Source: an optimization exercise on an open RTL-to-GDS flow (aim: small area). Production flows keep margins and buffers that such runs may drop. At most, simulation tests tie the RTL to the original design; equivalence was not proved. Function not checked in run 1: the RTL went through the layout flow alone. Power and IR drop assume default switching activity.

==> flow/design.v, too long to show whole: its modules and the start of the top module <==
// module cf_hdmi: 813 lines
module cf_hdmi (
  hdmi_clk,
  rst,
  hdmi_vsync,
  hdmi_hsync,
  hdmi_data_e,
  hdmi_data,
  hdmi_fs_toggle,
  hdmi_raddr_g,
  hdmi_tpm_oos,
  mem_raddr,
  mem_rdata,
  vdma_fs_ret_toggle,
  vdma_fs_waddr,
  up_enable,
  up_tpg_enable,
  up_csc_bypass,
  up_hs_width,
  up_hs_count,
  up_hs_de_min,
  up_hs_de_max,
  up_vs_width,
  up_vs_count,
  up_vs_de_min,
  up_vs_de_max,
  up_cp_en,
  up_cp);
  // ...
==> flow/flow/run.sh <==
#!/bin/bash
# Own layout flow: the standard synthesis and layout, with the port
# buffers made from the smallest buffer cell, and a clock tree with larger
# sink clusters and no dummy loads. Each step's full output goes to its own
# log file in the work folder.
set -euo pipefail
bash standard.sh synth > flow_synth.log 2>&1
bash standard.sh "BUFFER_PORTS_ARGS=-buffer_cell sky130_fd_sc_hd__buf_1" \
  "CTS_ARGS=-sink_clustering_enable -repair_clock_nets -dont_use_dummy_load -sink_clustering_size 20 -sink_clustering_max_diameter 80 -buf_list sky130_fd_sc_hd__clkbuf_8" \
  finish > flow_layout.log 2>&1
==> flow/standard.sh <==
#!/bin/bash
# synth_recipe.tcl (not shown) runs the flow's synth.tcl, then flattens the netlist and writes it again
# the make line also repeats each setting of config.mk as NAME=value (left out here)
make -C /OpenROAD-flow-scripts/flow DESIGN_CONFIG=/design/flow/config.mk WORK_HOME=/design/flow/orfs CLKGATE_MAP_FILE= SYNTH_SCRIPT=/design/flow/synth_recipe.tcl "${@:-finish}"
==> flow/config.mk <==
export PLATFORM = sky130hd
export DESIGN_NAME = cf_hdmi
export DESIGN_NICKNAME = cf_hdmi
export VERILOG_FILES = /design/flow/design.v
export SDC_FILE = /design/flow/constraint.sdc
export NUM_CORES = 4
export LEC_CHECK = 0
export CAP_MARGIN = 20
export CORE_MARGIN = 2
export CORE_UTILIZATION = 40
export PLACE_DENSITY = 0.6
export SLEW_MARGIN = 20
==> flow/constraint.sdc <==
create_clock -name core_clock -period 5.0 [get_ports {hdmi_clk}]
set_input_delay 1.0000 -clock core_clock [delete_from_list [all_inputs] [get_ports {hdmi_clk}]]
set_output_delay 1.0000 -clock core_clock [all_outputs]
set_load 0.01 [all_outputs]
==> impl_metrics.json, run 1 <==
{
  "fillers": 6255,
  "fmax_ghz": 0.2107,
  "synth.largest_area_cell": "dfxtp_1",
  "critPathSlowestCell": "fa_1",
  "p_comb_share_pct": 28.3,
  "finalNetCount": 3057,
  "largestPowerGroup": "registers",
  "avgSynthCellArea_um2": 12.16,
  "drc": 0,
  "synthCells": 2211,
  "timing.critical_path.buf_inv": 6,
  "layout_min_cycle_time_ns": 4.747,
  "num_antenna_cells": 3,
  "first_global_vias": 17720,
  "firstDrtPassIters": 8,
  "synthFlopType": "dfxtp_1",
  "die_h_um": 263.3,
  "grt_pass1_wl_um": 100300,
  "clkTransAtPathRegs_ns": 0.12,
  "rows": 95,
  "r2r_end": "csc_4[7]",
  "synth_seq_cells": 629,
  "tap_cells": 873,
  "fin_hold_ws_ns": 0.2820,
  "p_leak_nw": 11.98,
  "multi_input_area_um2": 11440,
  "synth_top_area_share_pct": 35.37,
  "via_count": 16630,
  "crit_path_start_kind": "flop",
  "finalInstanceArea_um2": 29930,
  "skew_ns": 0.08265,
  "setup_slack_ns": 0.2529,
  "hpwl_um": 49170,
  "crit_type": "flop to flop",
  "numCtsBuffers": 44,
  "outcome": "complete, no violations",
  "postCtsResizedCells": 0,
  "clk_latency_ns": 0.67,
  "crit_path_end": "csc_4[7]",
  "final_cells": 3409
}
==> inputs of run 2 (changes only) <==
--- a/flow/design.v
+++ b/flow/design.v
@@ -75,17 +75,19 @@
   reg             hdmi_fs_toggle;
   reg     [ 9:0]  raddr;
   reg     [ 8:0]  hdmi_raddr_g;
   reg             sel_d;
   reg     [23:0]  tpm_data;
   reg     [ 4:0]  tpm_mc;
   reg             hdmi_tpm_oos;
   reg     [ 2:0]  s0, s1, s2, s3;
-  reg     [ 2:0]  sc [4:16];
+  reg     [ 1:0]  sc [4:16];
+  reg             de_4, de_5;
+  wire            de_16;
   reg     [ 2:0]  s17, s18;
   reg     [23:0]  pix_2;
   reg     [23:0]  pix_3;
   reg     [23:0]  csc_4;
   reg     [23:0]  csc_5;
   reg     [ 7:0]  chr_6;
   reg             cr_sel;
   reg     [15:0]  od [6:16];
@@ -207,30 +209,33 @@
   always @(posedge hdmi_clk) begin
     if (rst == 1'b1) begin
       hdmi_raddr_g <= 9'd0;
     end else begin
       hdmi_raddr_g <= raddr[9:1] ^ {1'b0, raddr[9:2]};
     end
     sel_d <= raddr[0];
   end
+  assign de_16 = |od[16][7:4];
   always @(posedge hdmi_clk) begin
     s0 <= {vs_s, hs_s, de_s};
     s1 <= s0;
     s2 <= s1;
     if (rst == 1'b1) begin
       s3 <= 3'd0;
     end else begin
       s3 <= s2;
     end
-    sc[4] <= s3;
+    sc[4] <= s3[2:1];
     for (i = 5; i <= 16; i = i + 1) begin
       sc[i] <= sc[i-1];
     end
-    s17 <= (bypass == 1'b1) ? s3 : sc[16];
+    de_4 <= s3[0];
+    de_5 <= de_4;
+    s17 <= (bypass == 1'b1) ? s3 : {sc[16], de_16};
     if (rst == 1'b1) begin
       s18 <= 3'd0;
     end else begin
       s18 <= s17;
     end
   end
   assign hdmi_vsync = s18[2];
   assign hdmi_hsync = s18[1];
@@ -789,25 +794,25 @@
   wire [7:0] csc_cb = {csc_cb_hs[11:4]};
   always @(posedge hdmi_clk) begin
     csc_4 <= {csc_cr, csc_y, csc_cb};
     csc_5 <= csc_4;
   end
   wire [ 7:0] chr_5 = (cr_sel == 1'b1) ? csc_5[23:16] : csc_5[7:0];
   wire [ 7:0] chr_4 = (cr_sel == 1'b1) ? csc_4[23:16] : csc_4[7:0];
   wire [ 9:0] chr_sum = {2'd0, chr_6} + {1'd0, chr_5, 1'd0} +
-    {2'd0, (sc[4][0] == 1'b1) ? chr_4 : 8'd0};
+    {2'd0, (de_4 == 1'b1) ? chr_4 : 8'd0};
   always @(posedge hdmi_clk) begin
-    if (sc[5][0] == 1'b1) begin
+    if (de_5 == 1'b1) begin
       chr_6 <= (cr_sel == 1'b1) ? csc_5[7:0] : csc_5[23:16];
       cr_sel <= ~cr_sel;
     end else begin
       chr_6 <= 8'd0;
       cr_sel <= 1'b0;
     end
-    od[6] <= {chr_sum[9:2], csc_5[15:8]};
+    od[6] <= {chr_sum[9:2], csc_5[15:12] & {4{de_5}}, csc_5[11:8]};
     for (i = 7; i <= 16; i = i + 1) begin
       od[i] <= od[i-1];
     end
     d17 <= (bypass == 1'b1) ? pix_3[15:0] : od[16];
     hdmi_data <= d17;
   end
 endmodule
==> flow/flow/run.sh (replaced) <==
#!/bin/bash
# Own layout flow: the standard synthesis and layout, with the port
# buffers made from the smallest buffer cell, and a clock tree with larger
# sink clusters and no dummy loads. Each step's full output goes to its own
# log file in the work folder.
set -euo pipefail
bash standard.sh synth > flow_synth.log 2>&1
bash standard.sh "BUFFER_PORTS_ARGS=-buffer_cell sky130_fd_sc_hd__buf_1" \
  "CTS_ARGS=-sink_clustering_enable -repair_clock_nets -dont_use_dummy_load -sink_clustering_size 14 -sink_clustering_max_diameter 60 -buf_list sky130_fd_sc_hd__clkbuf_8" \
  finish > flow_layout.log 2>&1
==> impl_metrics.json, run 2 <==
{
  "port_buffers": 254,
  "synthToLayoutAreaGrowth_pct": 11.02,
  "via_count": 16670,
  "htreeDepth": 2,
  "num_antenna_cells": 0,
  "power_frac_seq_pct": 52.9,
  "tns_ns": 0,
  "rsz0062_at_grt": "false",
  "relSlewSlack_pct": 28.42,
  "yosysMostFrequentCell": "dfxtp_1",
  "final_common_cell": "dfxtp_1",
  "cap_viol_max_count": 0,
  "cp.required_ns": 5.58,
  "gp_congestion": 0.9176,
  "outcome": "complete, no violations",
  "netlist_top_cells_area": "dfxtp_1 (35%), edfxtp_1 (17%), fa_1 (13%)",
  "pwr-share-clk_pct": 21.2,
  "die_h_um": 263.3,
  "p_leak_nw": 11.87,
  "gr-usage-all-layers_pct": 18.09,
  "gr-total-overflow": 0,
  "final_cell_mix": "dfxtp_1 (463), inv_1 (274), buf_1 (253)",
  "regArea_um2": 13910,
  "synthArstFlopShare_pct": 0,
  "seq_area_frac_synth_pct": 51.73,
  "via_per_inst": 4.883,
  "synth_common_cells": "dfxtp_1 (464), inv_1 (274), fa_1 (169), edfxtp_1 (154), ha_1 (137)",
  "fmax_ghz": 0.2106,
  "largestRegisters": "od: 176 flops, sc: 26 flops",
  "clock-sinks": 618,
  "fp.coreArea_um2": 66920,
  "postCtsHoldBufs": 0,
  "firstDrtPassIters": 5,
  "drt-initial-drc-count": 787,
  "grt_max_degree": 59,
  "rows": 95,
  "cts_tree": "done",
  "synthFlopType": "dfxtp_1",
  "synthCells": 2234,
  "first_global_vias": 18030,
  "critPathMaxFanout": 4,
  "crit_arrival_ns": 5.32,
  "cts_setup_buffers": 0,
  "largest_reg_flops": 176,
  "finalNetCount": 3064,
  "grt_pass1_wl_um": 98750,
  "numCtsBuffers": 56,
  "avgSynthCellArea_um2": 12.04,
  "antenna_found_initial": 5,
  "wirelength_um": 61740,
  "ys_types": 82,
  "hold_viol_final": 0,
  "multi_input_area_um2": 11670,
  "largest_register": "od",
  "layout_min_cycle_time_ns": 4.748,
  "synth_top_area_share_pct": 34.53,
  "synth.largest_area_cell": "dfxtp_1",
  "clk_latency_ns": 0.69,
  "ir_drop_uv": 217.0,
  "skew_ns": 0.1071,
  "die_x_um": 263.3,
  "crit_type": "flop to flop",
  "fillers": 6228,
  "fin_crit_sh_pct": 94.97,
  "hold_path.class": "flop to flop",
  "syn_nets": 2756,
  "clockRootBuffer": "clkbuf_8",
  "setup.worst_path.end_class": "flop",
  "clkTransAtPathRegs_ns": 0.09,
  "ant_nets": 0,
  "synth_seq_cells": 618,
  "clk_path_buf_depth": 3,
  "p_int_w": 0.008398,
  "p_sw_w": 0.003491,
  "yosys_warnings": 3,
  "drc": 0,
  "p_per_area_nw_per_um2": 398.1,
  "drive_gt1_share_pct": 7.126,
  "dieArea_um2": 69330,
  "netSwitchingFraction_pct": 29.36,
  "placed_cell_area_um2": 29080,
  "hpwl_um": 47470,
  "start_util_pct": 40.19,
  "io_pins": 255,
  "slew_viol_final": 0,
  "setup_violations": 0,
  "p_comb_share_pct": 25.9,
  "crit_path_start_kind": "flop",
  "netlist_area_um2": 26900,
  "wl_per_cell_um": 18.09,
  "finalInstanceArea_um2": 29860,
  "postCtsResizedCells": 0,
  "tightest_slew_ns": 1.072,
  "synth_enable_flop_cells": 154
}
==> run 2: cell count changes after synthesis, moves of 8 or more <==
cell	change
dfxtp_1	-11
maj3_2	-10
o22ai_1	-12
nor2_1	+15
nor3_1	+8
==> run 2: power groups by stage <==
stage                     sequential, W  clock [W]  combinational, W
after floorplan                 0.00633          0           0.00220
after global placement          0.00640          0           0.00301
after detailed placement        0.00641          0           0.00308
after CTS                       0.00631    0.00267           0.00312
after global routing            0.00638    0.00283           0.00358
final                           0.00629    0.00252           0.00308
==> run 2: cell families after synthesis <==
group | synth area share [%]
buffers and inverters | 4.940
AO/OA/AOI/OAI | 7.150
adder cells (fa/ha/maj) | 20.10
flip-flops | 51.73
AND/OR/NAND/NOR | 8.922
XOR/XNOR | 3.419
multiplexers | 3.740
==> run 2: stage by stage <==
stage          util [%]  instances  power (W)  hold slack, ns  setup slack [ns]
6_report          44.63       3413    0.01189          0.3072            0.2516
5_1_grt           44.63       3413    0.01280          0.2909          0.009244
4_1_cts           44.61       3413    0.01210          0.2674            0.2170
3_5_place_dp      43.46       3357   0.009496          0.3121            0.1850
3_3_place_gp      43.46       3357   0.009413          0.3106            0.2890
2_1_floorplan         -       2234   0.008523          0.3096           0.02363
==> run 2: critical path: stages, from the launching register on <==
cell,delay (ns)
dfxtp_1,0.40
inv_1,0.16
fa_1,0.57
inv_1,0.05
fa_1,0.45
fa_1,0.49
inv_1,0.05
fa_1,0.45
and2_1,0.16
o21bai_1,0.14
a311oi_1,0.22
a21oi_1,0.18
o31a_1,0.35
o31a_1,0.30
o41ai_2,0.25
buf_4,0.19
nor2_1,0.05
a211oi_1,0.22
==> run 2: final cells by class <==
class / instances / share of cell area (%)
inverters: 280 / 3.519
repair buffers: 308 / 4.554
well taps: 873 / 3.658
clock buffers: 56 / 2.581
flip-flops and latches: 618 / 46.59
multi-input cells: 1278 / 39.09
==> run 2: worst paths after layout <==
path              startpoint    endpoint  slack, ns  depth (start not counted)
hold / removal     od[9][11]  od[10][11]       0.31                          0
hold reg to reg    od[9][11]  od[10][11]       0.31                          0
setup / recovery   pix_3[10]    csc_4[7]       0.25                         17
setup reg to reg   pix_3[10]    csc_4[7]       0.25                         17
==> run 2: per-layer routing <==
metal	track usage [%]	routed length (µm)	share of wire, %
met5	0	55	0.089
met4	6.255	1880	3.0
met3	3.695	3055	4.9
met2	31.10	29980	49
met1	22.63	26760	43
==> inputs of run 3 (changes only) <==
==> flow/flow/run.sh (replaced) <==
#!/bin/bash
# Own layout flow: the standard synthesis, then an inverter polarity
# clean-up of its netlist around the full adders (flow/polopt.py, registers
# untouched), then the standard layout with the port buffers made from
# the smallest buffer cell and a clock tree with larger sink clusters and no
# dummy loads. Each step's full output goes to its own log file in the work
# folder.
set -euo pipefail
R=orfs/results/sky130hd/cf_hdmi/base
bash standard.sh synth > flow_synth.log 2>&1
cp $R/1_2_yosys.v flow_1_2_yosys_standard.v
python3 flow/polopt.py flow_1_2_yosys_standard.v $R/1_2_yosys.v > flow_polopt.log 2>&1
rm -f $R/1_synth.odb $R/1_synth.sdc
bash standard.sh synth > flow_synth_odb.log 2>&1
bash standard.sh "BUFFER_PORTS_ARGS=-buffer_cell sky130_fd_sc_hd__buf_1" \
  "CTS_ARGS=-sink_clustering_enable -repair_clock_nets -dont_use_dummy_load -sink_clustering_size 14 -sink_clustering_max_diameter 60 -buf_list sky130_fd_sc_hd__clkbuf_8" \
  finish > flow_layout.log 2>&1
==> flow/flow/polopt.py (new file) <==
#!/usr/bin/env python3
"""Inverter polarity optimisation of a mapped sky130hd netlist (yosys output).

A full adder computes the same sums and carries, all inverted, from all-inverted
inputs: FA(~a,~b,~c) = ~FA(a,b,c). The netlist's inverters are taken out,
every signal becomes a (net, polarity) pair, and a polarity flip is chosen
for each full adder so that as few nets as possible are needed in both
polarities; then one inverter is put back for each such net. Flip-flops,
ports and all other cells are left as they are.

usage: polopt.py IN.v OUT.v

The flips are chosen by simulated annealing (fixed seed) and a final greedy pass.
"""
import re, sys, collections

OUT_PINS = {"X", "Y", "Q", "Q_N", "COUT", "SUM", "HI", "LO"}
INV_RE = re.compile(r"^sky130_fd_sc_hd__(inv|clkinv)_\d+$")
FA = "sky130_fd_sc_hd__fa_1"

src = open(sys.argv[1]).read()
m = re.search(r"^\s*sky130_fd_sc_hd__", src, re.M)
head = src[:m.start()]
body = src[m.start():src.rindex("endmodule")]
cell_re = re.compile(r"(sky130_fd_sc_hd__\w+)\s+(\S+)\s*\((.*?)\);", re.S)
pin_re = re.compile(r"\.(\w+)\(([^()]*)\)")
cells = []
for cm in cell_re.finditer(body):
    typ, name, pins = cm.group(1), cm.group(2), cm.group(3)
    cells.append([typ, name, [(p, n.strip()) for p, n in pin_re.findall(pins)]])
# nothing but cells in the body
rest = cell_re.sub("", body).strip()
assert rest == "", rest[:200]

# ports
outputs = set()
for d, rng, names in re.findall(r"^\s*(input|output)\s+(\[\d+:\d+\]\s+)?([^;]+);", head, re.M):
    for nm in names.split(","):
        nm = nm.strip()
        if d == "output":
            if rng:
                hi, lo = map(int, re.findall(r"\d+", rng))
                for i in range(lo, hi + 1):
                    outputs.add(f"{nm}[{i}]")
            else:
                outputs.add(nm)

driver = {}
for c in cells:
    for p, n in c[2]:
        if p in OUT_PINS:
            driver[n] = c
# removable inverters: those not driving a port
removable = set()
for c in cells:
    if INV_RE.match(c[0]):
        y = dict(c[2])["Y"]
        if y not in outputs:
            removable.add(c[1])

def resolve(n):
    p = 0
    while True:
        c = driver.get(n)
        if c is None or c[1] not in removable:
            return n, p
        n = dict(c[2])["A"]
        p ^= 1

# consumers: (cell index or None for port, pin) -> (base, pol)
cons = []          # list of [cellidx, pin, base, pol]
for i, c in enumerate(cells):
    if c[1] in removable:
        continue
    for j, (p, n) in enumerate(c[2]):
        if p in OUT_PINS:
            continue
        if not n or n.startswith("1'") or n.startswith("1 '"):
            continue
        b, pol = resolve(n)
        cons.append([i, j, b, pol])
fa_idx = [i for i, c in enumerate(cells) if c[0] == FA]
flip = collections.defaultdict(int)
fa_of_base = {}
for i in fa_idx:
    for p, n in cells[i][2]:
        if p in OUT_PINS:
            fa_of_base[n] = i
by_base = collections.defaultdict(list)
for k, (i, j, b, pol) in enumerate(cons):
    by_base[b].append(k)
fa_inputs = collections.defaultdict(list)
for k, (i, j, b, pol) in enumerate(cons):
    if cells[i][0] == FA:
        fa_inputs[i].append(k)

def need(b):
    s = flip[fa_of_base[b]] if b in fa_of_base else 0
    for k in by_base[b]:
        i, j, _, pol = cons[k]
        x = flip[i] if cells[i][0] == FA else 0
        if pol ^ x ^ s:
            return 1
    return 0

def affected(f):
    bs = set()
    for p, n in cells[f][2]:
        if p in OUT_PINS:
            bs.add(n)
    for k in fa_inputs[f]:
        bs.add(cons[k][2])
    return bs

import random, math
random.seed(1)
aff = {f: affected(f) for f in fa_idx}
def delta(f):
    bs = aff[f]
    old = sum(need(b) for b in bs)
    flip[f] ^= 1
    new = sum(need(b) for b in bs)
    flip[f] ^= 1
    return new - old
cur = sum(need(b) for b in by_base)
best = cur; bestflip = dict(flip)
T = 2.0
for it in range(200000):
    f = random.choice(fa_idx)
    d = delta(f)
    if d <= 0 or random.random() < math.exp(-d / T):
        flip[f] ^= 1
        cur += d
        if cur < best:
            best = cur; bestflip = dict(flip)
    T = max(0.05, T * 0.99997)
flip.clear(); flip.update(bestflip)
# final greedy
improved = True
while improved:
    improved = False
    for f in fa_idx:
        if delta(f) < 0:
            flip[f] ^= 1; improved = True
ninv_orig = len(removable)

# rewrite
newwires = []
invnet = {}
def inv_of(b):
    if b not in invnet:
        nn = f"_polinv{len(invnet)}_"
        invnet[b] = nn
        newwires.append(nn)
    return invnet[b]
for k, (i, j, b, pol) in enumerate(cons):
    s = flip[fa_of_base[b]] if b in fa_of_base else 0
    x = flip[i] if cells[i][0] == FA else 0
    p, _ = cells[i][2][j]
    cells[i][2][j] = (p, inv_of(b) if (pol ^ x ^ s) else b)
out = [head.rstrip("\n") + "\n"]
for w in newwires:
    out.append(f"  wire {w};\n")
for c in cells:
    if c[1] in removable:
        continue
    pins = ",\n".join(f"    .{p}({n + ' ' if n.startswith(chr(92)) else n})" for p, n in c[2])
    out.append(f"  {c[0]} {c[1]} (\n{pins}\n  );\n")
for k, (b, nn) in enumerate(invnet.items()):
    bb = b + " " if b.startswith(chr(92)) else b
    out.append(f"  sky130_fd_sc_hd__inv_1 _polinvcell{k}_ (\n    .A({bb}),\n    .Y({nn})\n  );\n")
out.append("endmodule\n")
open(sys.argv[2], "w").write("".join(out))
print(f"inverters: {ninv_orig} removable, {len(invnet)} after; full adders flipped: {sum(flip[f] for f in fa_idx)} of {len(fa_idx)}")
==> impl_metrics.json, run 3 <==
{
  "layout_min_cycle_time_ns": 4.647,
  "drt-initial-drc-count": 846,
  "hold_start": "od[11][12]",
  "first_global_vias": 17490,
  "netlist_area_um2": 26430,
  "grt_pass1_wl_um": 96570,
  "r2r_slack_ns": 0.35,
  "r2r-start": "pix_3[19]",
  "final_cells": 3283,
  "fillers": 6176,
  "crit_type": "flop to flop",
  "cts_tree": "done",
  "wirelength_um": 61100,
  "largestRegisters": "od: 176 flops, sc: 26 flops",
  "ir_drop_uv": 197.5,
  "htreeDepth": 2,
  "die_h_um": 261.1,
  "clk_latency_ns": 0.71,
  "skew_ns": 0.07482,
  "crit_arrival_ns": 5.25,
  "largest_register": "od",
  "start_util_pct": 40.28,
  "ant_nets": 0,
  "numCtsBuffers": 56,
  "place_inst": 3226,
  "synthToLayoutAreaGrowth_pct": 11.25,
  "gr-usage-all-layers_pct": 18.33,
  "grt_max_degree": 116,
  "synthCells": 2110,
  "holdPathEnd": "od[12][12]",
  "clk_path_buf_depth": 3,
  "gr-total-overflow": 0,
  "outcome": "complete, no violations",
  "io_pins": 255,
  "yosys_warnings": 3,
  "setup.worst_path.end_class": "flop",
  "tightest_slew_ns": 1.175,
  "finalNetCount": 2942,
  "drive_gt1_share_pct": 7.444,
  "cp.required_ns": 5.60,
  "clkTransAtPathRegs_ns": 0.09,
  "r2r_end": "csc_4[6]",
  "firstDrtPassIters": 5,
  "setup_violations": 0,
  "via_count": 16270,
  "final_common_cell": "dfxtp_1",
  "fin_hold_ws_ns": 0.2722,
  "hold_viol_final": 0,
  "via_per_inst": 4.954,
  "fp.coreArea_um2": 65630,
  "slew_viol_final": 0,
  "rows": 94,
  "gp_congestion": 0.9172,
  "postCtsResizedCells": 0,
  "cts_setup_buffers": 0,
  "relSlewSlack_pct": 20.91,
  "reg2reg_depth": 18,
  "hold_path.class": "flop to flop",
  "place_worst_setup_slack_ns": 0.2889,
  "cap_viol_max_count": 0,
  "p_per_area_nw_per_um2": 401.0,
  "fin_crit_sh_pct": 92.95,
  "largest_reg_flops": 176,
  "crit_path_start_kind": "flop",
  "dieArea_um2": 68150,
  "avgSynthCellArea_um2": 12.53,
  "rsz0062_at_grt": "false",
  "min_delay_path_depth": 0,
  "final_cell_mix": "dfxtp_1 (464), buf_1 (253), fa_1 (169)",
  "fmax_ghz": 0.2152,
  "syn_nets": 2632,
  "clock-sinks": 618,
  "hpwl_um": 47140,
  "drc": 0,
  "antenna_found_initial": 1,
  "setup_slack_ns": 0.3526,
  "wl_per_cell_um": 18.61,
  "p_leak_nw": 11.22,
  "critPathMaxFanout": 4,
  "port_buffers": 254,
  "tns_ns": 0,
  "die_x_um": 261.1,
  "utilization_pct": 44.81,
  "postCtsHoldBufs": 0,
  "clockRootBuffer": "clkbuf_8"
}
[run 3: changes by cell type in the layout (fill, tap and decap cells not counted), sizes merged]
| cell | delta |
|---|---|
| diode | +1 |
| buf | +2 |
| inv | -119 |
| clkinv | -5 |
[run 3: stage by stage]
| step | total power (W) | instance area (µm²) |
|---|---|---|
| 5_1_grt | 0.01264 | 29400 |
| 3_3_place_gp | 0.009307 | 28630 |
| 6_report | 0.01179 | 29410 |
| 4_1_cts | 0.01199 | 29400 |
| 2_1_floorplan | 0.008463 | 26440 |
| 3_5_place_dp | 0.009400 | 28630 |
[run 3: worst max path at each step]
stage | startpoint | endpoint | slack (ns)
after detailed placement | pix_3[18] | csc_4[6] | 0.29
after CTS | pix_3[19] | csc_4[7] | 0.33
after global placement | pix_3[19] | csc_4[6] | 0.28
final | pix_3[19] | csc_4[6] | 0.35
after floorplan | pix_3[21] | csc_4[6] | 0.04
after global routing | pix_3[19] | csc_4[6] | 0.03
[run 3: critical path, cell delays in order (launching register included)]
cell,delay (ns)
dfxtp_1,0.34
inv_1,0.06
ha_1,0.28
inv_1,0.07
fa_1,0.44
fa_1,0.45
fa_1,0.54
fa_1,0.43
ha_1,0.31
nand4_1,0.12
nor2_1,0.05
o21ai_0,0.06
a21oi_1,0.10
o31a_1,0.38
o31a_1,0.31
o41ai_1,0.26
buf_4,0.19
o21bai_1,0.07
xor2_1,0.14
[run 3: layer usage]
metal / part of all wire [%] / global-route usage [%] / wire (µm) / up-vias
met2: 49 / 31.79 / 29670 / 401
met5: 0.021 / 0 / 13 / -
met4: 3.5 / 6.834 / 2167 / 2
met3: 4.9 / 3.165 / 2983 / 126
met1: 43 / 22.90 / 26270 / 7879
li1: - / - / - / 7857
[run 3: where the power goes]
part | switching (W) | internal, W
clock network | 0.00156 | 0.000991
logic | 0.00160 | 0.00137
registers | 0.000265 | 0.00601
[run 3: layout make-up]
type / count / area (µm²) / share of cell area, %
flip-flops and latches: 618 / 13910 / 47.31
multi-input cells: 1278 / 11670 / 39.67
repair buffers: 310 / 1388 / 4.719
well taps: 864 / 1081 / 3.676
clock buffers: 56 / 770.7 / 2.621
inverters: 156 / 585.6 / 1.991
diodes: 1 / 2.502 / 0.008510
==> inputs of run 4 (changes only) <==
--- a/flow/config.mk
+++ b/flow/config.mk
@@ -6,7 +6,7 @@
 export NUM_CORES = 4
 export LEC_CHECK = 0
-export CAP_MARGIN = 20
+export CAP_MARGIN = 5
 export CORE_MARGIN = 2
 export CORE_UTILIZATION = 40
 export PLACE_DENSITY = 0.6
-export SLEW_MARGIN = 20
+export SLEW_MARGIN = 5
==> impl_metrics.json, run 4 <==
{
  "grt_max_degree": 116,
  "rsz0062_at_grt": "false",
  "setup_violations": 0,
  "syn_nets": 2632,
  "fillers": 6176,
  "largest_reg_flops": 176,
  "first_global_vias": 17490,
  "yosys_warnings": 3,
  "rows": 94,
  "crit_path_start_kind": "flop",
  "numCtsBuffers": 56,
  "largest_register": "od",
  "outcome": "complete, no violations",
  "clock-sinks": 618,
  "grt_pass1_wl_um": 96570,
  "p_per_area_nw_per_um2": 401.0,
  "cts_tree": "done",
  "slew_viol_final": 0,
  "p_leak_nw": 11.22,
  "hold_path.class": "flop to flop",
  "cp.required_ns": 5.60,
  "io_pins": 255,
  "final_cells": 3283,
  "drc": 0,
  "fp.coreArea_um2": 65630,
  "clk_latency_ns": 0.71,
  "largestRegisters": "od: 176 flops, sc: 26 flops",
  "port_buffers": 254,
  "wl_per_cell_um": 18.61,
  "fmax_ghz": 0.2152,
  "clkTransAtPathRegs_ns": 0.09,
  "gr-usage-all-layers_pct": 18.33,
  "via_count": 16270,
  "ir_drop_uv": 197.5,
  "cap_viol_max_count": 0,
  "antenna_found_initial": 1,
  "tns_ns": 0,
  "netlist_area_um2": 26430,
  "gr-total-overflow": 0,
  "relSlewSlack_pct": 20.91,
  "avgSynthCellArea_um2": 12.53,
  "fin_crit_sh_pct": 92.95,
  "synthToLayoutAreaGrowth_pct": 11.25,
  "final_common_cell": "dfxtp_1",
  "firstDrtPassIters": 5,
  "setup.worst_path.end_class": "flop",
  "crit_arrival_ns": 5.25,
  "gp_congestion": 0.9172,
  "final_cell_mix": "dfxtp_1 (464), buf_1 (253), fa_1 (169)",
  "finalNetCount": 2942,
  "tightest_slew_ns": 1.175,
  "hpwl_um": 47140,
  "htreeDepth": 2,
  "skew_ns": 0.07482,
  "clk_path_buf_depth": 3,
  "ant_nets": 0,
  "drive_gt1_share_pct": 7.444,
  "layout_min_cycle_time_ns": 4.647,
  "postCtsHoldBufs": 0,
  "drt-initial-drc-count": 846,
  "crit_type": "flop to flop",
  "die_x_um": 261.1,
  "hold_viol_final": 0,
  "dieArea_um2": 68150,
  "synthCells": 2110,
  "start_util_pct": 40.28,
  "wirelength_um": 61100,
  "cts_setup_buffers": 0,
  "postCtsResizedCells": 0,
  "critPathMaxFanout": 4,
  "via_per_inst": 4.954,
  "place_inst": 3226,
  "die_h_um": 261.1,
  "clockRootBuffer": "clkbuf_8"
}
[run 4: cell counts in the layout (fill, tap and decap cells not counted)]
No cell type changed its count.
[run 4: layer usage]
| metal | global-route usage [%] | vias up | wire length (µm) |
|---|---|---|---|
| li1 | - | 7857 | - |
| met1 | 22.90 | 7879 | 26270 |
| met2 | 31.79 | 401 | 29670 |
| met3 | 3.165 | 126 | 2983 |
| met4 | 6.834 | 2 | 2167 |
| met5 | 0 | - | 13 |
[run 4: worst max-delay path: stages, from the launching register on]
cell and delay [ns]:
dfxtp_1 0.34, inv_1 0.06, ha_1 0.28, inv_1 0.07
fa_1 0.44, fa_1 0.45, fa_1 0.54, fa_1 0.43
ha_1 0.31, nand4_1 0.12, nor2_1 0.05, o21ai_0 0.06
a21oi_1 0.10, o31a_1 0.38, o31a_1 0.31, o41ai_1 0.26
buf_4 0.19, o21bai_1 0.07, xor2_1 0.14
[run 4: path summary, 6_finish.rpt]
| path | start | to | slack (ns) | depth (start not counted) |
|---|---|---|---|---|
| setup / recovery | pix_3[19] | csc_4[6] | 0.35 | 18 |
| hold / removal | od[11][12] | od[12][12] | 0.27 | 0 |
| setup reg to reg | pix_3[19] | csc_4[6] | 0.35 | 18 |
| hold reg to reg | od[11][12] | od[12][12] | 0.27 | 0 |
[run 4: final cells by class]
| type | count | area [µm²] | share of cell area, % |
|---|---|---|---|
| Tap cell | 864 | 1081 | 3.676 |
| Inverter | 156 | 585.6 | 1.991 |
| Timing Repair Buffer | 310 | 1388 | 4.719 |
| Multi-Input combinational cell | 1278 | 11670 | 39.67 |
| Sequential cell | 618 | 13910 | 47.31 |
| Clock buffer | 56 | 770.7 | 2.621 |
| Antenna cell | 1 | 2.502 | 0.008510 |
[run 4: report_power, final]
group | internal (W) | switching, W | total, W
combinational | 0.00137 | 0.00160 | 0.00296
clock | 0.000991 | 0.00156 | 0.00255
sequential | 0.00601 | 0.000265 | 0.00628
total | 0.00837 | 0.00342 | 0.0118
[run 4: stage by stage]
step	hold slack, ns	utilization [%]	area, µm²	total power, W	worst slack, ns
after detailed placement	0.3121	43.63	28630	0.009400	0.2889
final	0.2722	44.81	29410	0.01179	0.3526
after CTS	0.2813	44.80	29400	0.01199	0.3315
after global placement	0.3096	43.63	28630	0.009307	0.2777
after global routing	0.2842	44.80	29400	0.01264	0.03143
after floorplan	0.3096	-	26440	0.008463	0.03985
==> inputs of run 5 (changes only) <==
--- a/flow/config.mk
+++ b/flow/config.mk
@@ -6,7 +6,7 @@
 export NUM_CORES = 4
 export LEC_CHECK = 0
-export CAP_MARGIN = 5
+export CAP_MARGIN = 20
 export CORE_MARGIN = 2
-export CORE_UTILIZATION = 40
-export PLACE_DENSITY = 0.6
-export SLEW_MARGIN = 5
+export CORE_UTILIZATION = 60
+export PLACE_DENSITY = 0.75
+export SLEW_MARGIN = 20
==> impl_metrics.json, run 5 <==
{
  "p_leak_nw": 11.18,
  "p_sw_w": 0.003325,
  "final_cell_mix": "dfxtp_1 (463), buf_1 (253), fa_1 (169)",
  "pwr-share-clk_pct": 20.7,
  "fmax_ghz": 0.2106,
  "clk_path_buf_depth": 3,
  "power_frac_seq_pct": 54.1,
  "via_count": 16470,
  "syn_nets": 2632,
  "postCtsHoldBufs": 0,
  "ir_drop_uv": 268.9,
  "clk_latency_ns": 0.67,
  "num_antenna_cells": 0,
  "hold_viol_final": 0,
  "synthCells": 2110,
  "final_cells": 2998,
  "drc": 0,
  "avgSynthCellArea_um2": 12.53,
  "critPathMaxFanout": 6,
  "largest_register": "od",
  "multi_input_area_um2": 11670,
  "largest_reg_flops": 176,
  "hpwl_um": 42780,
  "grt_pass1_wl_um": 89930,
  "place_worst_setup_slack_ns": 0.07929,
  "start_util_pct": 61.09,
  "crit_top_cell": "fa_1",
  "die_x_um": 213.9,
  "gr-usage-all-layers_pct": 25.78,
  "outcome": "complete, no violations",
  "crit_path_start_kind": "flop",
  "timing.critical_path.buf_inv": 2,
  "clockRootBuffer": "clkbuf_8",
  "setup_violations": 0,
  "drt-initial-drc-count": 1165,
  "gr-total-overflow": 0,
  "via_per_inst": 5.494,
  "r2r_slack_ns": 0.25,
  "crit_type": "flop to flop",
  "htreeDepth": 2,
  "synthToLayoutAreaGrowth_pct": 9.741,
  "cts_tree": "done",
  "p_comb_share_pct": 25.2,
  "fillers": 3262,
  "largestRegisters": "od: 176 flops, sc: 26 flops",
  "clock-sinks": 618,
  "critPathMaxStageDelay_ns": 0.59,
  "crit_arrival_ns": 5.31,
  "startpoint": "pix_3[18]",
  "r2r_end": "csc_4[6]",
  "setup_slack_ns": 0.2525,
  "first_global_vias": 16960,
  "tns_ns": 0,
  "slew_viol_final": 0,
  "finalNetCount": 2937,
  "layout_min_cycle_time_ns": 4.748,
  "p_per_area_nw_per_um2": 401.4,
  "r2r-start": "pix_3[18]",
  "final_common_cell": "dfxtp_1",
  "drive_gt1_share_pct": 7.377,
  "wirelength_um": 56460,
  "tightest_slew_ns": 1.021,
  "hold_path.class": "flop to flop",
  "place_inst": 2940,
  "crit_path_end": "csc_4[6]",
  "critical_path.top_delay_family": "adder cells",
  "firstDrtPassIters": 5,
  "grt_max_degree": 108,
  "cp.required_ns": 5.56,
  "relSlewSlack_pct": 31.86,
  "crit_cells": 15,
  "ant_nets": 0,
  "die_h_um": 213.9,
  "port_buffers": 254,
  "cap_viol_max_count": 0,
  "numCtsBuffers": 53,
  "critPathSlowestCell": "fa_1",
  "gp_congestion": 0.9512,
  "rows": 76,
  "antenna_found_initial": 0,
  "fp.coreArea_um2": 43270,
  "setup.worst_path.end_class": "flop",
  "utilization_pct": 67.04,
  "p_int_w": 0.008320,
  "fin_crit_sh_pct": 94.95,
  "regArea_um2": 13910,
  "netSwitchingFraction_pct": 28.56,
  "io_pins": 255,
  "dieArea_um2": 45750,
  "reg2reg_depth": 15,
  "wl_per_cell_um": 18.83,
  "clkTransAtPathRegs_ns": 0.09,
  "netlist_area_um2": 26430,
  "skew_ns": 0.07743,
  "fin_total_pwr_w": 0.01164,
  "yosys_warnings": 3,
  "cp_cell_sequence": "clkinvlp_4, fa_1, fa_1, fa_1, fa_1, ha_1, a21o_1, a21oi_1, nor2b_1, o31a_1, o31a_1, o41ai_1, buf_4, o21bai_1, xor2_1"
}
## run 5: power groups by stage
stage | clock network [W] | registers [W] | logic, W
final | 0.00241 | 0.00630 | 0.00293
after global routing | 0.00267 | 0.00638 | 0.00339
after CTS | 0.00251 | 0.00632 | 0.00296
after detailed placement | 0 | 0.00642 | 0.00293
after global placement | 0 | 0.00640 | 0.00282
after floorplan | 0 | 0.00632 | 0.00214
## run 5: worst min path at each step
stage                          from        end  slack, ns  depth (start not counted)
after CTS                 csc_4[14]  csc_5[14]       0.31                          0
after detailed placement   od[9][8]  od[10][8]       0.31                          0
after global routing      csc_4[14]  csc_5[14]       0.31                          0
after floorplan           csc_4[10]  csc_5[10]       0.31                          0
after global placement    csc_4[11]  csc_5[11]       0.31                          0
final                      sc[4][1]   sc[5][1]       0.30                          0
## run 5: worst register-to-register path, cell delays in order, from the launching register on
cell and delay (ns):
dfxtp_2 0.46, clkinvlp_4 0.22, fa_1 0.59, fa_1 0.43, fa_1 0.52, fa_1 0.42
ha_1 0.30, a21o_1 0.18, a21oi_1 0.18, nor2b_1 0.09, o31a_1 0.31, o31a_1 0.30
o41ai_1 0.26, buf_4 0.19, o21bai_1 0.09, xor2_1 0.16
## run 5: metal layers
layer	track usage (%)	wire length, µm	vias up
met5	0	0	-
met2	44.30	27800	450
met3	4.525	2959	104
li1	-	-	7847
met1	33.28	23990	8070
met4	8.405	1718	0
## run 5: cell type report
type	count	share of cell area, %
Sequential cell	618	47.97
Multi-Input combinational cell	1278	40.22
Timing Repair Buffer	308	4.732
Tap cell	585	2.523
Clock buffer	53	2.515
Inverter	156	2.045
## run 5: what timing repair did
action | in CTS | in global routing
endpoints found under the hold margin | 0 | 0
buffers inserted | 0 | 5
setup endpoints to repair | 0 | 3
resized for setup | 0 | 3
## run 5: per-stage QoR
step / hold slack [ns] / area [µm²]
2_1_floorplan: 0.3096 / 26440
3_3_place_gp: 0.3098 / 28230
3_5_place_dp: 0.3121 / 28230
4_1_cts: 0.3127 / 28960
5_1_grt: 0.3075 / 29010
6_report: 0.3036 / 29010
==> inputs of run 6 (changes only) <==
--- a/flow/flow/run.sh
+++ b/flow/flow/run.sh
@@ -14,4 +14,4 @@
 bash standard.sh synth > flow_synth_odb.log 2>&1
 bash standard.sh "BUFFER_PORTS_ARGS=-buffer_cell sky130_fd_sc_hd__buf_1" \
-  "CTS_ARGS=-sink_clustering_enable -repair_clock_nets -dont_use_dummy_load -sink_clustering_size 14 -sink_clustering_max_diameter 60 -buf_list sky130_fd_sc_hd__clkbuf_8" \
+  "CTS_ARGS=-sink_clustering_enable -repair_clock_nets -dont_use_dummy_load -sink_clustering_size 24 -sink_clustering_max_diameter 80 -buf_list sky130_fd_sc_hd__clkbuf_16" \
   finish > flow_layout.log 2>&1
--- a/flow/config.mk
+++ b/flow/config.mk
@@ -8,5 +8,5 @@
 export CAP_MARGIN = 20
 export CORE_MARGIN = 2
-export CORE_UTILIZATION = 60
-export PLACE_DENSITY = 0.75
+export CORE_UTILIZATION = 40
+export PLACE_DENSITY = 0.6
 export SLEW_MARGIN = 20
==> impl_metrics.json, run 6 <==
{
  "ir_drop_uv": 243.4,
  "cts_tree": "done",
  "dieArea_um2": 68150,
  "hold_start": "od[13][10]",
  "fillers": 6153,
  "syn_nets": 2632,
  "power_frac_seq_pct": 51.8,
  "avgSynthCellArea_um2": 12.53,
  "numCtsBuffers": 37,
  "clk_latency_ns": 0.59,
  "grt_pass1_wl_um": 95970,
  "r2r_slack_ns": 0.33,
  "rows": 94,
  "largest_reg_flops": 176,
  "drive_gt1_share_pct": 6.711,
  "die_h_um": 261.1,
  "pwr-share-clk_pct": 23.7,
  "drc": 0,
  "place_worst_setup_slack_ns": 0.2889,
  "p_sw_w": 0.003411,
  "hold_viol_final": 0,
  "wl_per_cell_um": 18.61,
  "cap_viol_max_count": 0,
  "fin_crit_sh_pct": 93.45,
  "cp.required_ns": 5.48,
  "wirelength_um": 60750,
  "largest_register": "od",
  "antenna_found_initial": 1,
  "outcome": "complete, no violations",
  "crit_arrival_ns": 5.15,
  "clkTransAtPathRegs_ns": 0.09,
  "firstDrtPassIters": 5,
  "postCtsHoldBufs": 0,
  "r2r_end": "csc_4[6]",
  "tightest_slew_ns": 1.141,
  "via_per_inst": 4.961,
  "gr-usage-all-layers_pct": 18.23,
  "ant_nets": 0,
  "crit_type": "flop to flop",
  "htreeDepth": 2,
  "clk_path_buf_depth": 3,
  "port_buffers": 254,
  "io_pins": 255,
  "p_leak_nw": 11.27,
  "clockRootBuffer": "clkbuf_16",
  "critPathMaxFanout": 4,
  "drt-initial-drc-count": 875,
  "hold_path.class": "flop to flop",
  "reg2reg_depth": 18,
  "final_cell_mix": "dfxtp_1 (464), buf_1 (253), fa_1 (169)",
  "fmax_ghz": 0.2140,
  "holdPathEnd": "od[14][10]",
  "cts_setup_buffers": 0,
  "p_int_w": 0.008701,
  "netSwitchingFraction_pct": 28.16,
  "relSlewSlack_pct": 23.25,
  "grt_max_degree": 116,
  "first_global_vias": 17370,
  "die_x_um": 261.1,
  "skew_ns": 0.07063,
  "yosys_warnings": 3,
  "min_delay_path_depth": 0,
  "finalNetCount": 2923,
  "gr-total-overflow": 0,
  "slew_viol_final": 0,
  "fp.coreArea_um2": 65630,
  "start_util_pct": 40.28,
  "via_count": 16190,
  "r2r-start": "pix_3[19]",
  "clock-sinks": 618,
  "p_comb_share_pct": 24.5,
  "p_per_area_nw_per_um2": 409.7,
  "gp_congestion": 0.9172,
  "synthToLayoutAreaGrowth_pct": 11.84,
  "setup_slack_ns": 0.3276,
  "postCtsResizedCells": 0,
  "setup.worst_path.end_class": "flop",
  "setup_violations": 0,
  "rsz0062_at_grt": "false",
  "crit_path_start_kind": "flop",
  "synthCells": 2110,
  "final_common_cell": "dfxtp_1",
  "hpwl_um": 47140,
  "netlist_area_um2": 26430,
  "layout_min_cycle_time_ns": 4.672,
  "largestRegisters": "od: 176 flops, sc: 26 flops",
  "tns_ns": 0
}
-- run 6: worst max-delay path by stage --
stage / start / end / slack (ns) / cells past startpoint
5_1_grt: pix_3[19] / csc_4[6] / 0.001 / 18
3_3_place_gp: pix_3[19] / csc_4[6] / 0.28 / 18
2_1_floorplan: pix_3[21] / csc_4[6] / 0.04 / 17
6_report: pix_3[19] / csc_4[6] / 0.33 / 18
3_5_place_dp: pix_3[18] / csc_4[6] / 0.29 / 15
4_1_cts: pix_3[19] / csc_4[7] / 0.30 / 18
-- run 6: layer usage --
metal	share of wire, %	vias to the layer above	track usage [%]
met5	0.021	-	0
met4	3.7	2	7.023
met3	4.9	114	3.513
met2	48	375	31.35
met1	43	7885	22.68
li1	-	7816	-
-- run 6: cell type report --
type / instances / area, µm² / share of cell area [%]
inverter: 156 / 585.6 / 1.981
clock buffer: 37 / 925.9 / 3.132
timing repair buffer: 310 / 1388 / 4.694
sequential: 618 / 13910 / 47.06
antenna: 1 / 2.502 / 0.008465
tap: 864 / 1081 / 3.657
multi-input combinational: 1278 / 11670 / 39.46
-- run 6: critical path, cell delays in order, from the launching register on --
cell and delay, ns:
dfxtp_1 0.34, inv_1 0.06, ha_1 0.28, inv_1 0.07, fa_1 0.44, fa_1 0.45, fa_1 0.54, fa_1 0.43
ha_1 0.32, nand4_1 0.12, nor2_1 0.05, o21ai_0 0.06, a21oi_1 0.10, o31a_1 0.38, o31a_1 0.30, o41ai_1 0.26
buf_4 0.19, o21bai_1 0.07, xor2_1 0.14
-- run 6: through the flow --
stage | utilization (%) | area [µm²] | hold WS (ns) | std cells | total power (W)
6_report | 45.05 | 29560 | 0.2810 | 3264 | 0.01211
2_1_floorplan | - | 26440 | 0.3096 | 2110 | 0.008463
4_1_cts | 45.04 | 29560 | 0.2832 | 3263 | 0.01231
3_5_place_dp | 43.63 | 28630 | 0.3121 | 3226 | 0.009400
3_3_place_gp | 43.63 | 28630 | 0.3096 | 3226 | 0.009307
5_1_grt | 45.04 | 29560 | 0.2833 | 3263 | 0.01297
-- run 6: power by group through the flow --
stage	combinational [W]	sequential [W]	clock, W
floorplan	0.00214	0.00632	0
global placement	0.00291	0.00639	0
detailed placement	0.00300	0.00640	0
CTS	0.00302	0.00630	0.00299
global route	0.00343	0.00638	0.00315
finish	0.00297	0.00628	0.00287
==> inputs of run 7 (changes only) <==
--- a/flow/flow/run.sh
+++ b/flow/flow/run.sh
@@ -14,4 +14,4 @@
 bash standard.sh synth > flow_synth_odb.log 2>&1
 bash standard.sh "BUFFER_PORTS_ARGS=-buffer_cell sky130_fd_sc_hd__buf_1" \
-  "CTS_ARGS=-sink_clustering_enable -repair_clock_nets -dont_use_dummy_load -sink_clustering_size 24 -sink_clustering_max_diameter 80 -buf_list sky130_fd_sc_hd__clkbuf_16" \
+  "CTS_ARGS=-sink_clustering_enable -repair_clock_nets -dont_use_dummy_load -sink_clustering_size 9 -sink_clustering_max_diameter 45 -buf_list sky130_fd_sc_hd__clkbuf_4" \
   finish > flow_layout.log 2>&1
==> impl_metrics.json, run 7 <==
{
  "place_inst": 3226,
  "layout_min_cycle_time_ns": 4.701,
  "hpwl_um": 47140,
  "crit_path_start_kind": "flop",
  "slew_viol_final": 0,
  "port_buffers": 254,
  "crit_path_end": "csc_4[7]",
  "via_count": 16520,
  "io_pins": 255,
  "finalNetCount": 2980,
  "dieArea_um2": 68150,
  "htreeDepth": 3,
  "wirelength_um": 61120,
  "start_util_pct": 40.28,
  "relSlewSlack_pct": 23.33,
  "netlist_area_um2": 26430,
  "r2r_end": "csc_4[7]",
  "largest_register": "od",
  "crit_arrival_ns": 5.42,
  "fmax_ghz": 0.2127,
  "fin_crit_sh_pct": 94.02,
  "clock-sinks": 618,
  "tns_ns": 0,
  "wl_met1_um": 25920,
  "final_cell_mix": "dfxtp_1 (464), buf_1 (253), fa_1 (169)",
  "gr-total-overflow": 0,
  "crit_type": "flop to flop",
  "drc": 0,
  "via_per_inst": 4.969,
  "clk_latency_ns": 0.83,
  "hold_viol_final": 0,
  "numCtsBuffers": 94,
  "hold_path.class": "primary input to flop",
  "synthToLayoutAreaGrowth_pct": 11.03,
  "setup_violations": 0,
  "grt_pass1_wl_um": 97050,
  "wl_per_cell_um": 18.39,
  "final_common_cell": "dfxtp_1",
  "p_per_area_nw_per_um2": 396.8,
  "cts_setup_buffers": 0,
  "drive_gt1_share_pct": 8.876,
  "postCtsResizedCells": 0,
  "r2r-start": "pix_3[18]",
  "tightest_slew_ns": 1.140,
  "cap_viol_max_count": 0,
  "cp.required_ns": 5.72,
  "met3_length_um": 3018,
  "hold_start": "vdma_fs_waddr[1]",
  "yosys_warnings": 3,
  "gr-usage-all-layers_pct": 18.49,
  "syn_nets": 2632,
  "rsz0062_at_grt": "false",
  "grt_max_degree": 116,
  "p_leak_nw": 11.25,
  "topRoutingLayerUsed": "met5",
  "skew_ns": 0.07638,
  "critPathMaxFanout": 6,
  "avgSynthCellArea_um2": 12.53,
  "die_h_um": 261.1,
  "gp_congestion": 0.9172,
  "cts_tree": "done",
  "r2r_slack_ns": 0.30,
  "wl_met2_um": 29620,
  "outcome": "complete, no violations",
  "clk_path_buf_depth": 3,
  "die_x_um": 261.1,
  "clkTransAtPathRegs_ns": 0.09,
  "fp.coreArea_um2": 65630,
  "postCtsHoldBufs": 0,
  "final_cells": 3324,
  "reg2reg_depth": 15,
  "clockRootBuffer": "clkbuf_4",
  "largest_reg_flops": 176,
  "firstDrtPassIters": 5,
  "fin_total_pwr_w": 0.01165,
  "setup.worst_path.end_class": "flop",
  "first_global_vias": 17840,
  "synthCells": 2110,
  "ant_nets": 0,
  "largestRegisters": "od: 176 flops, sc: 26 flops",
  "rows": 94,
  "utilization_pct": 44.72,
  "startpoint": "pix_3[18]",
  "ir_drop_uv": 178.9,
  "antenna_found_initial": 2,
  "drt-initial-drc-count": 760
}
[run 7: worst min path at each step]
stage,depth (start not counted),endpoint,slack (ns)
after floorplan,0,csc_5[10],0.31
after global placement,0,od[14][9],0.31
after detailed placement,0,sc[5][1],0.31
after CTS,1,fs_waddr[1],0.08
after global routing,1,fs_waddr[4],0.15
final,1,fs_waddr[1],0.23
[run 7: metrics by stage]
step,cell area (µm²),setup WS (ns),hold slack (ns)
after floorplan,26440,0.03985,0.3096
after global placement,28630,0.2777,0.3096
after detailed placement,28630,0.2889,0.3121
after CTS,29340,0.3018,0.07836
after global routing,29340,0.008557,0.1483
final,29350,0.2990,0.2274
[run 7: final cells by class]
cell class / count / area, µm²
multi-input combinational: 1278 / 11670
fill: 6217 / 36280
clock buffer: 94 / 705.7
sequential: 618 / 13910
tap: 864 / 1081
timing repair buffer: 310 / 1388
antenna: 4 / 10.01
inverter: 156 / 585.6
[run 7: routing by layer]
layer  vias to the layer above  GRT usage (%)
li1                       7967              -
met5                         -              0
met3                       154          4.084
met1                      7985          22.37
met2                       409          31.62
met4                         2          8.223
[run 7: report_power, final]
group | switching, W | total [W] | internal [W] | leakage (nW)
clock | 0.00154 | 0.00240 | 0.000858 | 0.432
sequential | 0.000264 | 0.00628 | 0.00601 | 5.25
combinational | 0.00160 | 0.00297 | 0.00137 | 5.57
total | 0.00341 | 0.0116 | 0.00824 | 11.3
[run 7: critical path, stage by stage, from the launching register on]
cell	delay, ns
dfxtp_1	0.36
inv_1	0.20
fa_1	0.63
fa_1	0.44
fa_1	0.53
fa_1	0.43
ha_1	0.31
a21o_1	0.18
a21oi_1	0.15
nor2b_1	0.08
o31a_1	0.32
o31a_1	0.31
o41ai_1	0.26
buf_4	0.19
nor2_1	0.04
a211oi_1	0.19
==> inputs of run 8 (changes only) <==
==> flow/flow/run.sh (replaced) <==
#!/bin/bash
# Own layout flow: the standard synthesis, then an inverter polarity
# clean-up of its netlist around the full adders (flow/polopt.py, registers
# untouched), then the standard layout with the port buffers made from
# the smallest buffer cell, a clock tree with larger sink clusters and no
# dummy loads, and downsizing of gates off the critical paths after global
# routing. Each step's full output goes to its own log file in the work
# folder.
set -euo pipefail
R=orfs/results/sky130hd/cf_hdmi/base
bash standard.sh synth > flow_synth.log 2>&1
cp $R/1_2_yosys.v flow_1_2_yosys_standard.v
python3 flow/polopt.py flow_1_2_yosys_standard.v $R/1_2_yosys.v > flow_polopt.log 2>&1
rm -f $R/1_synth.odb $R/1_synth.sdc
bash standard.sh synth > flow_synth_odb.log 2>&1
bash standard.sh "BUFFER_PORTS_ARGS=-buffer_cell sky130_fd_sc_hd__buf_1" \
  "CTS_ARGS=-sink_clustering_enable -repair_clock_nets -dont_use_dummy_load -sink_clustering_size 14 -sink_clustering_max_diameter 60 -buf_list sky130_fd_sc_hd__clkbuf_8" \
  RECOVER_POWER=100 \
  finish > flow_layout.log 2>&1
==> impl_metrics.json, run 8 <==
{
  "hold_path.class": "flop to flop",
  "die_h_um": 261.1,
  "hpwl_um": 47140,
  "clk_path_buf_depth": 3,
  "numCtsBuffers": 56,
  "setup.worst_path.end_class": "flop",
  "crit_path_start_kind": "flop",
  "fmax_ghz": 0.2143,
  "yosys_warnings": 3,
  "first_global_vias": 17490,
  "rsz0062_at_grt": "false",
  "clkTransAtPathRegs_ns": 0.09,
  "placed_cell_area_um2": 28630,
  "crit_arrival_ns": 5.20,
  "synthToLayoutAreaGrowth_pct": 10.94,
  "grt_max_degree": 116,
  "wirelength_um": 61050,
  "fillers": 6195,
  "ir_drop_uv": 197.6,
  "synthCells": 2110,
  "final_cells": 3283,
  "largest_register": "od",
  "layout_min_cycle_time_ns": 4.667,
  "holdPathEnd": "od[12][12]",
  "hold_start": "od[11][12]",
  "cp.required_ns": 5.54,
  "final_cell_mix": "dfxtp_1 (464), buf_1 (253), fa_1 (169)",
  "largestRegisters": "od: 176 flops, sc: 26 flops",
  "postCtsHoldBufs": 0,
  "gr-total-overflow": 0,
  "slew_viol_final": 206,
  "skew_ns": 0.07415,
  "multi_input_area_um2": 11630,
  "setup_violations": 0,
  "start_util_pct": 40.28,
  "r2r-start": "pix_3[15]",
  "r2r_slack_ns": 0.33,
  "reg2reg_depth": 14,
  "failed_checks": "max-capacitance violations, max-slew violations",
  "dieArea_um2": 68150,
  "regArea_um2": 13910,
  "finalInstanceArea_um2": 29320,
  "clk_latency_ns": 0.70,
  "wl_per_cell_um": 18.59,
  "ant_nets": 0,
  "outcome": "failed layout checks",
  "fin_total_pwr_w": 0.01178,
  "clockRootBuffer": "clkbuf_8",
  "largest_reg_flops": 176,
  "netlist_area_um2": 26430,
  "critPathMaxFanout": 6,
  "syn_nets": 2632,
  "p_per_area_nw_per_um2": 401.8,
  "crit_type": "flop to flop",
  "postCtsResizedCells": 0,
  "port_buffers": 254,
  "firstDrtPassIters": 5,
  "place_inst": 3226,
  "gr-usage-all-layers_pct": 18.33,
  "rows": 94,
  "grt_pass1_wl_um": 96570,
  "final_common_cell": "dfxtp_1",
  "tns_ns": 0,
  "clock-sinks": 618,
  "p_leak_nw": 11.17,
  "gp_congestion": 0.9172,
  "r2r_end": "csc_4[21]",
  "finalNetCount": 2942,
  "fin_crit_sh_pct": 93.33,
  "min_delay_path_depth": 0,
  "die_x_um": 261.1,
  "via_per_inst": 4.952,
  "utilization_pct": 44.68,
  "htreeDepth": 2,
  "antenna_found_initial": 1,
  "avgSynthCellArea_um2": 12.53,
  "relSlewSlack_pct": -85.62,
  "io_pins": 255,
  "hold_viol_final": 0,
  "drc": 0,
  "cts_tree": "done",
  "cap_viol_max_count": 5,
  "drive_gt1_share_pct": 6.493,
  "drt-initial-drc-count": 864,
  "cts_setup_buffers": 0,
  "fp.coreArea_um2": 65630,
  "tightest_slew_ns": 2.784,
  "via_count": 16260
}
==> run 8: final cells by class <==
class | count | share of cell area, %
multi-input cells | 1278 | 39.66
repair buffers | 310 | 4.574
inverters | 156 | 1.997
clock buffers | 56 | 2.628
flip-flops and latches | 618 | 47.45
diodes | 1 | 0.008534
well taps | 864 | 3.686
==> run 8: through the flow <==
stage / hold WS [ns] / worst slack [ns]
finish: 0.2721 / 0.3335
global route: 0.2842 / 0.03143
CTS: 0.2813 / 0.3315
detailed placement: 0.3121 / 0.2889
global placement: 0.3096 / 0.2777
floorplan: 0.3096 / 0.03985
==> run 8: worst max-delay path by stage <==
stage	start	endpoint	slack (ns)	cells after the start
after floorplan	pix_3[21]	csc_4[6]	0.04	17
after global placement	pix_3[19]	csc_4[6]	0.28	18
after detailed placement	pix_3[18]	csc_4[6]	0.29	15
after CTS	pix_3[19]	csc_4[7]	0.33	18
after global routing	pix_3[19]	csc_4[6]	0.03	18
final	pix_3[15]	csc_4[21]	0.33	14
==> run 8: report_power, final <==
| group | internal (W) | switching (W) |
|---|---|---|
| clock network | 0.000991 | 0.00155 |
| logic | 0.00136 | 0.00160 |
| registers | 0.00602 | 0.000264 |
==> run 8: critical path, cell delays in order, from the launching register on <==
cell      delay [ns]
dfxtp_1         0.35
inv_1           0.11
clkbuf_1        0.40
fa_1            0.55
fa_1            0.46
fa_1            0.59
fa_1            0.44
ha_1            0.21
a211oi_1        0.27
nand2_1         0.09
o211ai_1        0.24
o21bai_1        0.19
a211oi_1        0.37
o21bai_1        0.12
xor2_1          0.15
==> run 8: metal layers <==
layer  share of wire [%]  vias to the layer above  GRT usage, %  wire length [µm]
li1                    -                     7867             -                 -
met1                  43                     7885         22.90             26330
met2                  49                      378         31.79             29640
met3                 4.7                      124         3.165              2877
met4                 3.6                        2         6.834              2186
met5               0.021                        -             0                13

==> separate check: timing with driven ports <==
No port has a modelled driver above. Below, the same layouts with a new extraction and two added sets of constraints.
Step 1 (the two cells are an assumption about what drives the block):
set clk [get_ports {hdmi_clk}]
set_driving_cell -lib_cell sky130_fd_sc_hd__clkbuf_16 $clk
set_driving_cell -lib_cell sky130_fd_sc_hd__buf_2 [delete_from_list [all_inputs] $clk]
Step 2 times the ports against the registers' clock, not the clock port: input delays grow and output delays shrink by t, the midpoint of the rising clock arrivals with the driver on.
Three values: ideal ports, drivers, drivers and shift; two values: the first two.
run	t (ns)	setup slack, ns	slew at the worst register clock pin (ns)	pins driven straight from the clock port
run 1	0.695	0.253 / 0.253 / 0.253	0.12 / 0.12	1
run 2	0.693	0.252 / 0.252 / 0.252	0.09 / 0.09	1
run 3	0.708	0.353 / 0.353 / 0.353	0.10 / 0.10	1
run 4	0.708	0.353 / 0.353 / 0.353	0.10 / 0.10	1
run 5	0.693	0.252 / 0.252 / 0.252	0.10 / 0.10	1
run 6	0.613	0.328 / 0.328 / 0.328	0.10 / 0.10	1
run 7	0.860	0.299 / 0.299 / 0.299	0.10 / 0.10	1
run 8	0.704	0.333 / 0.333 / 0.333	0.10 / 0.10	1
